Context: an optimization exercise on an open-source flow, tuned for small area, a short achievable clock period and few clock cycles. The choices shown serve that exercise and are no tape-out recipe.
Where RTL was checked, it was by simulation tests only, not by an equivalence proof against the original.

the reference run:
Design viterbi_top, start of the top module:
module viterbi_top #(
    parameter N = 8,    
    parameter I = 3,    
    parameter K = 3,    
    parameter W = 16    
)(
    input                      clk,
    input                      rst_n,
    input                      start,
    input  [2:0]               length,
    input  [1:0]               obs_in,
    input                      obs_valid,
    input  signed [W-1:0]      logA_0,  logA_1,  logA_2,
    input  signed [W-1:0]      logA_3,  logA_4,  logA_5,
    input  signed [W-1:0]      logA_6,  logA_7,  logA_8,
    input  signed [W-1:0]      logC_0,  logC_1,  logC_2,
    input  signed [W-1:0]      logB_0,  logB_1,  logB_2,
    input  signed [W-1:0]      logB_3,  logB_4,  logB_5,
    input  signed [W-1:0]      logB_6,  logB_7,  logB_8,
    output [1:0]               path_0,
    output [1:0]               path_1,
    output [1:0]               path_2,
    output [1:0]               path_3,
    output [1:0]               path_4,
    output [1:0]               path_5,
    output [1:0]               path_6,
    output [1:0]               path_7,
    output reg                 done
);
Size in the first run: about 3,600 cells after synthesis, about 95 flip-flops, roughly 22,000 um^2 of cells after synthesis.
==> flow/config.mk <==
export PLATFORM = sky130hd
export DESIGN_NAME = viterbi_top
export DESIGN_NICKNAME = viterbi_top
export VERILOG_FILES = /design/flow/design.v
export SDC_FILE = /design/flow/constraint.sdc
export NUM_CORES = 4
export LEC_CHECK = 0
export ABC_AREA = 1
export CAP_MARGIN = 20
export CORE_MARGIN = 2
export CORE_UTILIZATION = 40
export SETUP_SLACK_MARGIN = 4
export SLEW_MARGIN = 20
==> flow/constraint.sdc <==
create_clock -name core_clock -period 12.0 [get_ports {clk}]
set_input_delay 2.4000 -clock core_clock [delete_from_list [all_inputs] [get_ports {clk}]]
set_output_delay 2.4000 -clock core_clock [all_outputs]
set_load 0.01 [all_outputs]
run.sh (not shown) runs the stock make flow with config.mk's settings and CLKGATE_MAP_FILE= SYNTH_SCRIPT=/design/flow/synth_recipe.tcl, a recipe that flattens the netlist after the stock synthesis.
The reference run did not stop at any stage, and its layout met the timing, DRC and antenna checks.
Input changes introduced in the trial run (baseline for comparison: the reference run):
Settings: a deleted SETUP_SLACK_MARGIN that had been 4.
- On area of the die, the trial run and the reference run are basically level.
- The trial run and the reference run ended up with nearly the same count of boundary I/O pins.
- Number of non-clock buffers in the layout came out exactly the same in the trial run and the reference run.
- Mux contribution to synthesized area: the reference run vs the trial run identical
- Comparing the reference run against the trial run, there is no change at all in sequential share of layout area.
- The trial run -> the reference run: number of antenna violations at the first check in global routing delta 0, exact match
- Between the trial run and the reference run, the non-filler instance count after layout does not differ in any meaningful way.
No functional check of the RTL was part of any run of this note.

---

## the previous run
Another version of the RTL of viterbi_top (not shown whole).
Size in the first run: roughly 4100 cells after synthesis, ~240 flip-flops, about 23000 sq um of cells after synthesis.
// viterbi_top
module viterbi_top #(
    parameter N = 8,    
    parameter I = 3,    
    parameter K = 3,    
    parameter W = 16    
)(
    input                      clk,
    input                      rst_n,
    input                      start,
    input  [2:0]               length,
    input  [1:0]               obs_in,
    input                      obs_valid,
    input  signed [W-1:0]      logA_0,  logA_1,  logA_2,
    input  signed [W-1:0]      logA_3,  logA_4,  logA_5,
    input  signed [W-1:0]      logA_6,  logA_7,  logA_8,
    input  signed [W-1:0]      logC_0,  logC_1,  logC_2,
    input  signed [W-1:0]      logB_0,  logB_1,  logB_2,
    input  signed [W-1:0]      logB_3,  logB_4,  logB_5,
    input  signed [W-1:0]      logB_6,  logB_7,  logB_8,
    output [1:0]               path_0,
    output [1:0]               path_1,
    output [1:0]               path_2,
    output [1:0]               path_3,
    output [1:0]               path_4,
    output [1:0]               path_5,
    output [1:0]               path_6,
    output [1:0]               path_7,
    output reg                 done
);
Settings: LEC_CHECK=0, ABC_AREA=1, CAP_MARGIN=20, CORE_MARGIN=2, CORE_UTILIZATION=40, SLEW_MARGIN=20; clock period 12.0 ns.
standard.sh (not shown) runs the stock make flow with config.mk's settings and CLKGATE_MAP_FILE= SYNTH_SCRIPT=/design/flow/synth_recipe.tcl, a recipe that flattens the netlist after the stock synthesis.
==> flow/flow/run.sh <==
#!/bin/bash
# The standard layout (standard.sh), with plain buffers on the ports and
# timing repair aimed below the clock period.
set -euo pipefail
bash standard.sh \
  "BUFFER_PORTS_ARGS=-buffer_cell sky130_fd_sc_hd__buf_2" \
  SETUP_SLACK_MARGIN=7.0  "ADDER_MAP_FILE=" \
  finish > standard.log 2>&1
Testbench counts of the previous run, summed over its fixed seeds: cycles 44,222.
> inputs changed (the previous run -> the current run)
==> flow/flow/run.sh <==
#!/bin/bash
# The standard layout (standard.sh), with plain buffers on the ports and
# timing repair aimed below the clock period.
set -euo pipefail
bash standard.sh \
  "BUFFER_PORTS_ARGS=-buffer_cell sky130_fd_sc_hd__buf_2" \
  SETUP_SLACK_MARGIN=6.5  "ADDER_MAP_FILE=" \
  finish > standard.log 2>&1
[summary]
- Every stage of the flow completed for the current run, and the final layout passed the timing, DRC and antenna checks.
- Taking the previous run as the reference, in the current run total routed wirelength decreased 1.7%, transition time at the pin with the least slew margin went down 44 ps, core utilization moved down.
- For the minimum clock period, the current run came in 11 ps higher than the previous run did.
- Diff the previous run..the current run | maximum frequency | negligible

-- re-timing with driven ports --
How much do the figures lean on ideal ports? The routed layouts below were timed once more, with nothing changed but the port constraints.
Step 1 assumes that a clkbuf_16 drives the clock port and a buf_2 every other input.
Step 2 times the ports against the registers' clock, not the clock port: input delays grow and output delays shrink by t, the midpoint of the rising clock arrivals with the driver on.
a / b / c = no drivers / after step 1 / after step 2; a / b = the first two.
run | shift t [ns] | setup slack, ns | worst setup path at the end | slew at the worst register clock pin (ns) | cell pins on the clock port's net
the reference run | 0.433 | 4.544 / 4.570 / 4.137 | input to register | 0.08 / 0.08 | 1
the trial run | 0.433 | 4.544 / 4.570 / 4.137 | input to register | 0.08 / 0.08 | 1
the previous run | 0.664 | 6.131 / 6.072 / 6.564 | input to register | 0.07 / 0.07 | 1
the current run | 0.652 | 6.120 / 6.062 / 6.194 | input to register | 0.07 / 0.07 | 1
After both steps setup and hold are still met in every run listed.
